Source: an optimization exercise on an open RTL-to-GDS flow (aim: small area and a short achievable clock period). Production flows keep margins and buffers that such runs may drop. At most, simulation tests tie the RTL to the original design; equivalence was not proved. Power and IR drop assume default switching activity. The flow treats the clock pin as an ideal source, which a real chip does not have.

Setup of the previous run:
## bist
module bist #(
    parameter size   = 6,
    parameter length = 8,
    parameter AOI3   = 1       
) (
    input  logic             clk,
    input  logic             rst,
    input  logic             start,
    input  logic             csin,
    input  logic             rwbarin,
    input  logic             opr,
    input  logic [size-1:0]  address,
    input  logic [length-1:0] datain,
    output logic [length-1:0] dataout,
    output logic              fail
);
==> module bist, before the edit <==
module bist #(
    parameter size   = 6,
    parameter length = 8,
    parameter AOI3   = 1       
) (
    input  logic             clk,
    input  logic             rst,
    input  logic             start,
    input  logic             csin,
    input  logic             rwbarin,
    input  logic             opr,
    input  logic [size-1:0]  address,
    input  logic [length-1:0] datain,
    output logic [length-1:0] dataout,
    output logic              fail
);
    logic       test;
    logic [9:0] k;
    always_ff @(posedge clk) begin
        if (rst)
            test <= 1'b0;
        else if (!test)
            test <= start;
        else if (&k)
            test <= 1'b0;
        k <= test ? k + 10'd1 : 10'd0;
    end
    logic [7:0] pat;
    pattern pgen (.k(k[9:7]), .pat(pat));
    logic        wrt, wrn, idle;
    logic [7:0]  lo_n, hir_n, hiw_n;
    logic [63:0] rsel, we;
    logic [7:0]  din;
    predecoder pdec (
        .test    (test),
        .k       (k[6:0]),
        .csin    (csin),
        .rwbarin (rwbarin),
        .address (address),
        .wrt     (wrt),
        .wrn     (wrn),
        .idle    (idle),
        .lo_n    (lo_n),
        .hir_n   (hir_n),
        .hiw_n   (hiw_n)
    );
    decoder dec (
        .lo_n  (lo_n),
        .hir_n (hir_n),
        .hiw_n (hiw_n),
        .rsel  (rsel),
        .we    (we)
    );
    dinmux dmux (.test(test), .pat(pat), .datain(datain), .din(din));
    logic [7:0] mem [0:63];
    always_ff @(posedge clk)
        for (int w = 0; w < 64; w++)
            if (we[w])
                mem[w] <= din;
    logic [7:0] rdata, rdata_nx;
    for (genvar b = 0; b < 8; b++) begin : g_rd
        logic [63:0] col;
        for (genvar w = 0; w < 64; w++) begin : g_w
            assign col[w] = mem[w][b];
        end
        multiplexer #(.AOI3(AOI3)) mux (
            .d    (col),
            .rsel (rsel),
            .pat    (pat[b]),
            .wrt    (wrt),
            .datain (datain[b]),
            .wrn    (wrn),
            .q    (rdata[b]),
            .idle (idle),
            .out  (rdata_nx[b])
        );
    end
    always_ff @(posedge clk)
        rdata <= rdata_nx;
    logic [7:0] rdata_t, rdata_n;
    assign rdata_t = rdata & {8{test & k[6]}};
    assign rdata_n = rdata & {8{~test}};
    for (genvar b = 0; b < 8; b++) begin : g_out
        dout_gate u (.t(rdata_t[b]), .n(rdata_n[b]), .csin(csin), .rwbarin(rwbarin),
                     .y(dataout[b]));
    end
    always_ff @(posedge clk)
        fail <= test && k[6] && opr && (rdata != pat);
endmodule
export LEC_CHECK = 0
export CAP_MARGIN = 20
export CORE_MARGIN = 2
export CORE_UTILIZATION = 40
export CTS_CLUSTER_DIAMETER = 100
export CTS_CLUSTER_SIZE = 30
export SETUP_SLACK_MARGIN = 2.5
export SLEW_MARGIN = 20
export SYNTH_HIERARCHICAL = 1
create_clock -name core_clock -period 5.5 [get_ports {clk}]
run.sh (not shown) runs the stock make flow with config.mk's settings and CLKGATE_MAP_FILE= SYNTH_SCRIPT=/design/flow/synth_recipe.tcl, a recipe that flattens the netlist after the stock synthesis.
#### Input delta (the current run over the previous run)
-- flow/design.v --
<<< the previous run, line 225
    parameter size   = 6,
    parameter length = 8,
    parameter AOI3   = 1       
) (
    input  logic             clk,
>>> the current run, line 225
    parameter size   = 6,
    parameter length = 8,
    parameter AOI3   = 0       
) (
    input  logic             clk,
Notes after the runs:
- When the current run is measured against the previous run, its post-DP HPWL turns out about 10% higher.
- The current run vs the previous run on net switching share of the total power: the current run is the higher one.
- On wire length, the previous run beats the current run.
- Diff the previous run -> the current run: number of buffers and inverters on the critical path flat; global routing met2 resource utilization down 0.56 points.
- In the reports for the current run and the previous run, the smaller critical path arrival belongs to the previous run.
Function not checked in the current run: the RTL went through the layout flow alone.

* * *

== trial 11 ==
Another version of the RTL of bist (not shown whole).
Size: roughly 530 flip-flops, roughly 29 I/O pins.
Design bist, start of the top module:
module bist #(
    parameter size   = 6,
    parameter length = 8
) (
    input  logic             clk,
    input  logic             rst,
    input  logic             start,
    input  logic             csin,
    input  logic             rwbarin,
    input  logic             opr,
    input  logic [size-1:0]  address,
    input  logic [length-1:0] datain,
    output logic [length-1:0] dataout,
    output logic              fail
);
    logic       test;
    logic [9:0] k;
    always_ff @(posedge clk) begin
        if (rst)
            test <= 1'b0;
        else if (!test)
            test <= start;
        else if (&k)
            test <= 1'b0;
        k <= test ? k + 10'd1 : 10'd0;
    end
    logic [7:0] pat;
    pattern pgen (.k(k[9:7]), .pat(pat));
    logic        wr_n, idle_n;
    logic [63:0] rsel_n, we, we_n;
    logic [7:0]  din_n;
    decoder dec (
        .test    (test),
        .k       (k[6:0]),
        .csin    (csin),
        .rwbarin (rwbarin),
        .address (address),
        .wr_n    (wr_n),
        .idle_n  (idle_n),
        .rsel_n  (rsel_n),
        .we      (we),
        .we_n    (we_n)
    );
    dinmux dmux (.test(test), .pat(pat), .datain(datain), .din_n(din_n));
    logic [7:0] mem_n [0:63];
    logic [7:0] mem_n_nx [0:63];
    for (genvar w = 0; w < 64; w++) begin : g_m
  ...
==> module predecoder, before the edit <==
module predecoder (
    input  logic       test,
    input  logic [5:0] k,          
    input  logic [5:0] address,
    input  logic       rd,
    input  logic       wr,
    output logic [7:0] lo_n,       
    output logic [7:0] hir_n,      
    output logic [7:0] hiw_n       
);
    logic [5:0] a, a_n;
    for (genvar i = 0; i < 6; i++) begin : g_a
        mux2i_gate m (.s(test), .a0(address[i]), .a1(k[i]), .y(a_n[i]));
        inv_gate   n (.a(a_n[i]), .y(a[i]));
    end
    for (genvar i = 0; i < 8; i++) begin : g_l
        nand3_gate l (
            .a(i[0] ? a[0] : a_n[0]),
            .b(i[1] ? a[1] : a_n[1]),
            .c(i[2] ? a[2] : a_n[2]),
            .y(lo_n[i])
        );
        nand4_gate hr (
            .a(rd),
            .b(i[0] ? a[3] : a_n[3]),
            .c(i[1] ? a[4] : a_n[4]),
            .d(i[2] ? a[5] : a_n[5]),
            .y(hir_n[i])
        );
        nand4_gate hw (
            .a(wr),
            .b(i[0] ? a[3] : a_n[3]),
            .c(i[1] ? a[4] : a_n[4]),
            .d(i[2] ? a[5] : a_n[5]),
            .y(hiw_n[i])
        );
    end
endmodule
==> module decoder, before the edit <==
module decoder (
    input  logic        test,
    input  logic [6:0]  k,         
    input  logic        csin,
    input  logic        rwbarin,
    input  logic [5:0]  address,
    output logic        wr_n,      
    output logic        idle_n,    
    output logic [63:0] rsel_n,    
    output logic [63:0] we,        
    output logic [63:0] we_n       
);
    logic       rd, wr;
    logic [7:0] lor_n, low_n, hir_n, hiw_n, lor, hir, low, hiw;
    rdwr rw (.test(test), .k6(k[6]), .csin(csin), .rwbarin(rwbarin),
             .rd(rd), .wr(wr), .wr_n(wr_n), .idle_n(idle_n));
    logic [7:0] lo_n;
    predecoder pd (.test(test), .k(k[5:0]), .address(address), .rd(rd), .wr(wr),
                   .lo_n(lo_n), .hir_n(hir_n), .hiw_n(hiw_n));
    assign lor_n = lo_n;
    assign low_n = lo_n;
    for (genvar i = 0; i < 8; i++) begin : g_i
        inv_gate u_l (.a(lor_n[i]), .y(lor[i]));
        inv_gate u_h (.a(hir_n[i]), .y(hir[i]));
        inv_gate v_l (.a(low_n[i]), .y(low[i]));
        inv_gate v_h (.a(hiw_n[i]), .y(hiw[i]));
    end
    for (genvar w = 0; w < 64; w++) begin : g_w
        nand2_gate u_r (.a(hir[w / 8]), .b(lor[w % 8]), .y(rsel_n[w]));
        nor2_gate u_w (.a(hiw_n[w / 8]), .b(low_n[w % 8]), .y(we[w]));
        nand2_gate v_w (.a(hiw[w / 8]), .b(low[w % 8]), .y(we_n[w]));
    end
endmodule
==> flow/config.mk <==
export PLATFORM = sky130hd
export DESIGN_NAME = bist
export DESIGN_NICKNAME = bist
export VERILOG_FILES = /design/flow/design.v
export SDC_FILE = /design/flow/constraint.sdc
export NUM_CORES = 4
export LEC_CHECK = 0
export CAP_MARGIN = 20
export CORE_MARGIN = 2
export CORE_UTILIZATION = 50
export PLACE_DENSITY = 0.65
export SETUP_SLACK_MARGIN = 3.0
export SLEW_MARGIN = 20
export SYNTH_HIERARCHICAL = 1
export TNS_END_PERCENT = 0
==> flow/constraint.sdc <==
create_clock -name core_clock -period 5.5 [get_ports {clk}]
set_input_delay 1.1000 -clock core_clock [delete_from_list [all_inputs] [get_ports {clk}]]
set_output_delay 1.1000 -clock core_clock [all_outputs]
set_load 0.01 [all_outputs]
standard.sh (not shown) runs the stock make flow with config.mk's settings and CLKGATE_MAP_FILE= SYNTH_SCRIPT=/design/flow/synth_recipe.tcl, a recipe that flattens the netlist after the stock synthesis.
==> flow/flow/run.sh <==
#!/bin/bash
# The standard layout (standard.sh), with plain buffers on the ports instead of
# the delay cells buffer_ports picks by default, and no dummy clock loads in CTS.
set -euo pipefail
export BUFFER_PORTS_ARGS="-buffer_cell sky130_fd_sc_hd__buf_2"
export CTS_ARGS="-sink_clustering_enable -repair_clock_nets -sink_clustering_size 30 -sink_clustering_max_diameter 100 -dont_use_dummy_load"
bash standard.sh > standard.log 2>&1
Input-level comparison between build 86 and trial 11:
-- flow/design.v --
<<< trial 11, line 11
    input  logic [5:0] k,          
    input  logic [5:0] address,
    input  logic       rd,
    input  logic       wr,
    output logic [7:0] lo_n,       
    output logic [7:0] hir_n,      
    output logic [7:0] hiw_n       
);
    logic [5:0] a, a_n;
>>> build 86, line 11
    input  logic [5:0] k,          
    input  logic [5:0] address,
    input  logic       en,
    output logic [7:0] lo_n,       
    output logic [7:0] hi_n        
);
    logic [5:0] a, a_n;
<<< trial 11, line 29
            .y(lo_n[i])
        );
        nand4_gate hr (
            .a(rd),
            .b(i[0] ? a[3] : a_n[3]),
            .c(i[1] ? a[4] : a_n[4]),
            .d(i[2] ? a[5] : a_n[5]),
            .y(hir_n[i])
        );
        nand4_gate hw (
            .a(wr),
            .b(i[0] ? a[3] : a_n[3]),
            .c(i[1] ? a[4] : a_n[4]),
            .d(i[2] ? a[5] : a_n[5]),
            .y(hiw_n[i])
        );
    end
>>> build 86, line 27
            .y(lo_n[i])
        );
        nand4_gate h (
            .a(en),
            .b(i[0] ? a[3] : a_n[3]),
            .c(i[1] ? a[4] : a_n[4]),
            .d(i[2] ? a[5] : a_n[5]),
            .y(hi_n[i])
        );
    end
<<< trial 11, line 103
    rdwr rw (.test(test), .k6(k[6]), .csin(csin), .rwbarin(rwbarin),
             .rd(rd), .wr(wr), .wr_n(wr_n), .idle_n(idle_n));
    logic [7:0] lo_n;
    predecoder pd (.test(test), .k(k[5:0]), .address(address), .rd(rd), .wr(wr),
                   .lo_n(lo_n), .hir_n(hir_n), .hiw_n(hiw_n));
    assign lor_n = lo_n;
    assign low_n = lo_n;
    for (genvar i = 0; i < 8; i++) begin : g_i
        inv_gate u_l (.a(lor_n[i]), .y(lor[i]));
>>> build 86, line 94
    rdwr rw (.test(test), .k6(k[6]), .csin(csin), .rwbarin(rwbarin),
             .rd(rd), .wr(wr), .wr_n(wr_n), .idle_n(idle_n));
    predecoder pr (.test(test), .k(k[5:0]), .address(address), .en(rd),
                   .lo_n(lor_n), .hi_n(hir_n));
    predecoder pw (.test(test), .k(k[5:0]), .address(address), .en(wr),
                   .lo_n(low_n), .hi_n(hiw_n));
    for (genvar i = 0; i < 8; i++) begin : g_i
        inv_gate u_l (.a(lor_n[i]), .y(lor[i]));
Notes after the runs:
Summary — maximum frequency, build 86 relative to trial 11: lower, by 0.67%. Between build 86 and trial 11, the difference in sequential power is negligible. Build 86 against trial 11: final clock period utilization by the worst path now sits higher, area used by sequential logic in the layout now sits at about the same level, non-clock buffer total of the final layout now sits lower, delay contributed by the slowest stage of the critical path now sits higher, global-route wire length before repair now sits lower. Worst path arrival time: build 86 vs trial 11 — no meaningful difference.
The RTL of trial 11 was laid out without a check of its function.

* * *

Another version of the RTL of bist (not shown whole).
Size in the first run: ~530 flip-flops.
==> module predecoder, before the edit <==
module predecoder (
    input  logic       ntest,
    input  logic [5:0] k,          
    input  logic [5:0] address,
    input  logic       en,
    output logic [7:0] lo_n,       
    output logic [7:0] hi_n        
);
    logic [5:0] a, a_n;
    for (genvar i = 0; i < 6; i++) begin : g_a
        mux2i_gate m (.s(ntest), .a0(k[i]), .a1(address[i]), .y(a_n[i]));
        inv_gate   n (.a(a_n[i]), .y(a[i]));
    end
    for (genvar i = 0; i < 8; i++) begin : g_l
        nand3_gate l (
            .a(i[0] ? a[0] : a_n[0]),
            .b(i[1] ? a[1] : a_n[1]),
            .c(i[2] ? a[2] : a_n[2]),
            .y(lo_n[i])
        );
        nand4_gate h (
            .a(en),
            .b(i[0] ? a[3] : a_n[3]),
            .c(i[1] ? a[4] : a_n[4]),
            .d(i[2] ? a[5] : a_n[5]),
            .y(hi_n[i])
        );
    end
endmodule
==> module dinmux, before the edit <==
module dinmux (
    input  logic       ntest,
    input  logic [7:0] pat,
    input  logic [7:0] datain,
    output logic [7:0] din_n
);
    for (genvar b = 0; b < 8; b++) begin : g_b
        mux2i_gate m (.s(ntest), .a0(pat[b]), .a1(datain[b]), .y(din_n[b]));
    end
endmodule
==> module decoder, before the edit <==
module decoder (
    input  logic        test,
    input  logic        ntest,     
    input  logic [6:0]  k,         
    input  logic        csin,
    input  logic        rwbarin,
    input  logic [5:0]  address,
    output logic        wr_n,      
    output logic        idle_n,    
    output logic [63:0] rsel_n,    
    output logic [63:0] we         
);
    logic       rd, wr;
    logic [7:0] lor_n, low_n, hir_n, hiw_n, lor, hir;
    rdwr rw (.test(test), .k6(k[6]), .csin(csin), .rwbarin(rwbarin),
             .rd(rd), .wr(wr), .wr_n(wr_n), .idle_n(idle_n));
    predecoder pr (.ntest(ntest), .k(k[5:0]), .address(address), .en(rd),
                   .lo_n(lor_n), .hi_n(hir_n));
    predecoder pw (.ntest(ntest), .k(k[5:0]), .address(address), .en(wr),
                   .lo_n(low_n), .hi_n(hiw_n));
    for (genvar i = 0; i < 8; i++) begin : g_i
        inv_gate u_l (.a(lor_n[i]), .y(lor[i]));
        inv_gate u_h (.a(hir_n[i]), .y(hir[i]));
    end
    for (genvar w = 0; w < 64; w++) begin : g_w
        nand2_gate u_r (.a(hir[w / 8]), .b(lor[w % 8]), .y(rsel_n[w]));
        nor2_gate u_w (.a(hiw_n[w / 8]), .b(low_n[w % 8]), .y(we[w]));
    end
endmodule
==> module bist, before the edit <==
module bist #(
    parameter size   = 6,
    parameter length = 8
) (
    input  logic             clk,
    input  logic             rst,
    input  logic             start,
    input  logic             csin,
    input  logic             rwbarin,
    input  logic             opr,
    input  logic [size-1:0]  address,
    input  logic [length-1:0] datain,
    output logic [length-1:0] dataout,
    output logic              fail
);
    logic       test, ntest, test_nx;
    logic [9:0] k;
    always_comb begin
        if (rst)
            test_nx = 1'b0;
        else if (!test)
            test_nx = start;
        else
            test_nx = ~&k;
    end
    always_ff @(posedge clk) begin
        test  <= test_nx;
        ntest <= ~test_nx;
        k <= test ? k + 10'd1 : 10'd0;
    end
    logic [7:0] pat;
    pattern pgen (.k(k[9:7]), .pat(pat));
    logic        wr_n, idle_n;
    logic [63:0] rsel_n, we;
    logic [7:0]  din_n;
    decoder dec (
        .test    (test),
        .ntest   (ntest),
        .k       (k[6:0]),
        .csin    (csin),
        .rwbarin (rwbarin),
        .address (address),
        .wr_n    (wr_n),
        .idle_n  (idle_n),
        .rsel_n  (rsel_n),
        .we      (we)
    );
    dinmux dmux (.ntest(ntest), .pat(pat), .datain(datain), .din_n(din_n));
    logic [7:0] mem_n [0:63];
    always_ff @(posedge clk)
        for (int w = 0; w < 64; w++)
            if (we[w])
                mem_n[w] <= din_n;
    logic [7:0] rdata, rdata_n, rdata_nx;
    assign rdata_n = ~rdata;
    for (genvar b = 0; b < 8; b++) begin : g_rd
        logic [63:0] col_n;
        for (genvar w = 0; w < 64; w++) begin : g_w
            assign col_n[w] = mem_n[w][b];
        end
        multiplexer mux (
            .d_n      (col_n),
            .rsel_n   (rsel_n),
            .din_n    (din_n[b]),
            .wr_n     (wr_n),
            .q_n      (rdata_n[b]),
            .idle_n   (idle_n),
            .out      (rdata_nx[b])
        );
    end
    always_ff @(posedge clk)
        rdata <= rdata_nx;
    logic [7:0] rdata_t, rdata_i;
    assign rdata_t = rdata & {8{test & k[6]}};
    assign rdata_i = rdata & {8{~test}};
    for (genvar b = 0; b < 8; b++) begin : g_out
        dout_gate u (.t(rdata_t[b]), .n(rdata_i[b]), .csin(csin), .rwbarin(rwbarin),
                     .y(dataout[b]));
    end
    always_ff @(posedge clk)
        fail <= test && k[6] && opr && (rdata != pat);
endmodule
export LEC_CHECK = 0
export CAP_MARGIN = 0
export CORE_MARGIN = 2
export CORE_UTILIZATION = 50
export PLACE_DENSITY = 0.65
export SETUP_SLACK_MARGIN = 3.0
export SLEW_MARGIN = 0
export SYNTH_HIERARCHICAL = 1
export TNS_END_PERCENT = 10
create_clock -name core_clock -period 5.5 [get_ports {clk}]
Scripts as last shown in full above: flow/flow/run.sh
Then changed:
--- a/flow/design.v
+++ b/flow/design.v
@@ -7,7 +7,7 @@
     assign y = ~(s ? a1 : a0);
 endmodule
 module predecoder (
-    input  logic       ntest,
+    input  logic       test,
     input  logic [5:0] k,          
     input  logic [5:0] address,
     input  logic       en,
@@ -16,7 +16,7 @@
 );
     logic [5:0] a, a_n;
     for (genvar i = 0; i < 6; i++) begin : g_a
-        mux2i_gate m (.s(ntest), .a0(k[i]), .a1(address[i]), .y(a_n[i]));
+        mux2i_gate m (.s(test), .a0(address[i]), .a1(k[i]), .y(a_n[i]));
         inv_gate   n (.a(a_n[i]), .y(a[i]));
     end
     for (genvar i = 0; i < 8; i++) begin : g_l
@@ -68,18 +68,17 @@
     end
 endmodule
 module dinmux (
-    input  logic       ntest,
+    input  logic       test,
     input  logic [7:0] pat,
     input  logic [7:0] datain,
     output logic [7:0] din_n
 );
     for (genvar b = 0; b < 8; b++) begin : g_b
-        mux2i_gate m (.s(ntest), .a0(pat[b]), .a1(datain[b]), .y(din_n[b]));
+        mux2i_gate m (.s(test), .a0(datain[b]), .a1(pat[b]), .y(din_n[b]));
     end
 endmodule
 module decoder (
     input  logic        test,
-    input  logic        ntest,     
     input  logic [6:0]  k,         
     input  logic        csin,
     input  logic        rwbarin,
@@ -93,9 +92,9 @@
     logic [7:0] lor_n, low_n, hir_n, hiw_n, lor, hir;
     rdwr rw (.test(test), .k6(k[6]), .csin(csin), .rwbarin(rwbarin),
              .rd(rd), .wr(wr), .wr_n(wr_n), .idle_n(idle_n));
-    predecoder pr (.ntest(ntest), .k(k[5:0]), .address(address), .en(rd),
+    predecoder pr (.test(test), .k(k[5:0]), .address(address), .en(rd),
                    .lo_n(lor_n), .hi_n(hir_n));
-    predecoder pw (.ntest(ntest), .k(k[5:0]), .address(address), .en(wr),
+    predecoder pw (.test(test), .k(k[5:0]), .address(address), .en(wr),
                    .lo_n(low_n), .hi_n(hiw_n));
     for (genvar i = 0; i < 8; i++) begin : g_i
         inv_gate u_l (.a(lor_n[i]), .y(lor[i]));
@@ -204,19 +203,15 @@
     output logic [length-1:0] dataout,
     output logic              fail
 );
-    logic       test, ntest, test_nx;
+    logic       test;
     logic [9:0] k;
-    always_comb begin
+    always_ff @(posedge clk) begin
         if (rst)
-            test_nx = 1'b0;
+            test <= 1'b0;
         else if (!test)
-            test_nx = start;
-        else
-            test_nx = ~&k;
-    end
-    always_ff @(posedge clk) begin
-        test  <= test_nx;
-        ntest <= ~test_nx;
+            test <= start;
+        else if (&k)
+            test <= 1'b0;
         k <= test ? k + 10'd1 : 10'd0;
     end
     logic [7:0] pat;
@@ -226,7 +221,6 @@
     logic [7:0]  din_n;
     decoder dec (
         .test    (test),
-        .ntest   (ntest),
         .k       (k[6:0]),
         .csin    (csin),
         .rwbarin (rwbarin),
@@ -236,7 +230,7 @@
         .rsel_n  (rsel_n),
         .we      (we)
     );
-    dinmux dmux (.ntest(ntest), .pat(pat), .datain(datain), .din_n(din_n));
+    dinmux dmux (.test(test), .pat(pat), .datain(datain), .din_n(din_n));
     logic [7:0] mem_n [0:63];
     always_ff @(posedge clk)
         for (int w = 0; w < 64; w++)
What happened: Total power is higher by 0.70%. Synthesized area is about the same. Wire length grows by about 4.4%. Utilization went up by 1.5 points. Final cell count is about the same. Count of clock-buffer cells in the layout is unchanged. Final area went up by 2.3%. Combinational power went up by 13%. Worst hold slack gains 0.0059 ns. Global-route usage goes up by 0.70 points. Via count increases by 3.1%. Clock power is about the same.
No functional check of the RTL was part of any run of this note.

[afterwards: timing with drivers on the ports]
No port has a modelled driver above. Below, the same layouts with a new extraction and two added sets of constraints.
Step 1 sets driving cells, clkbuf_16 on the clock port and buf_2 on the other inputs (assumed; they add their load-dependent delay and slew).
Step 2 times the ports against the registers' clock, not the clock port: input delays grow and output delays shrink by t, the midpoint of the rising clock arrivals with the driver on.
a / b / c = ideal ports / drivers / drivers and shift; a / b = the first two.
run	t (ns)	setup slack, ns	cell pins on the clock port's net
the previous run	0.611	2.562 / 2.523 / 1.970	1
the current run	0.610	2.392 / 2.421 / 1.811	1
trial 11	0.617	2.711 / 2.686 / 2.129	1
build 86	0.619	2.692 / 2.725 / 2.106	1
the first run of note 3	0.599	2.758 / 2.729 / 2.221	1
the second run of note 3	0.605	2.719 / 2.706 / 2.154	1
After both steps every run listed still meets setup and hold. For the previous run, which loses most, drivers alone change the setup slack by -0.039 ns; drivers and shift together by -0.592 ns.
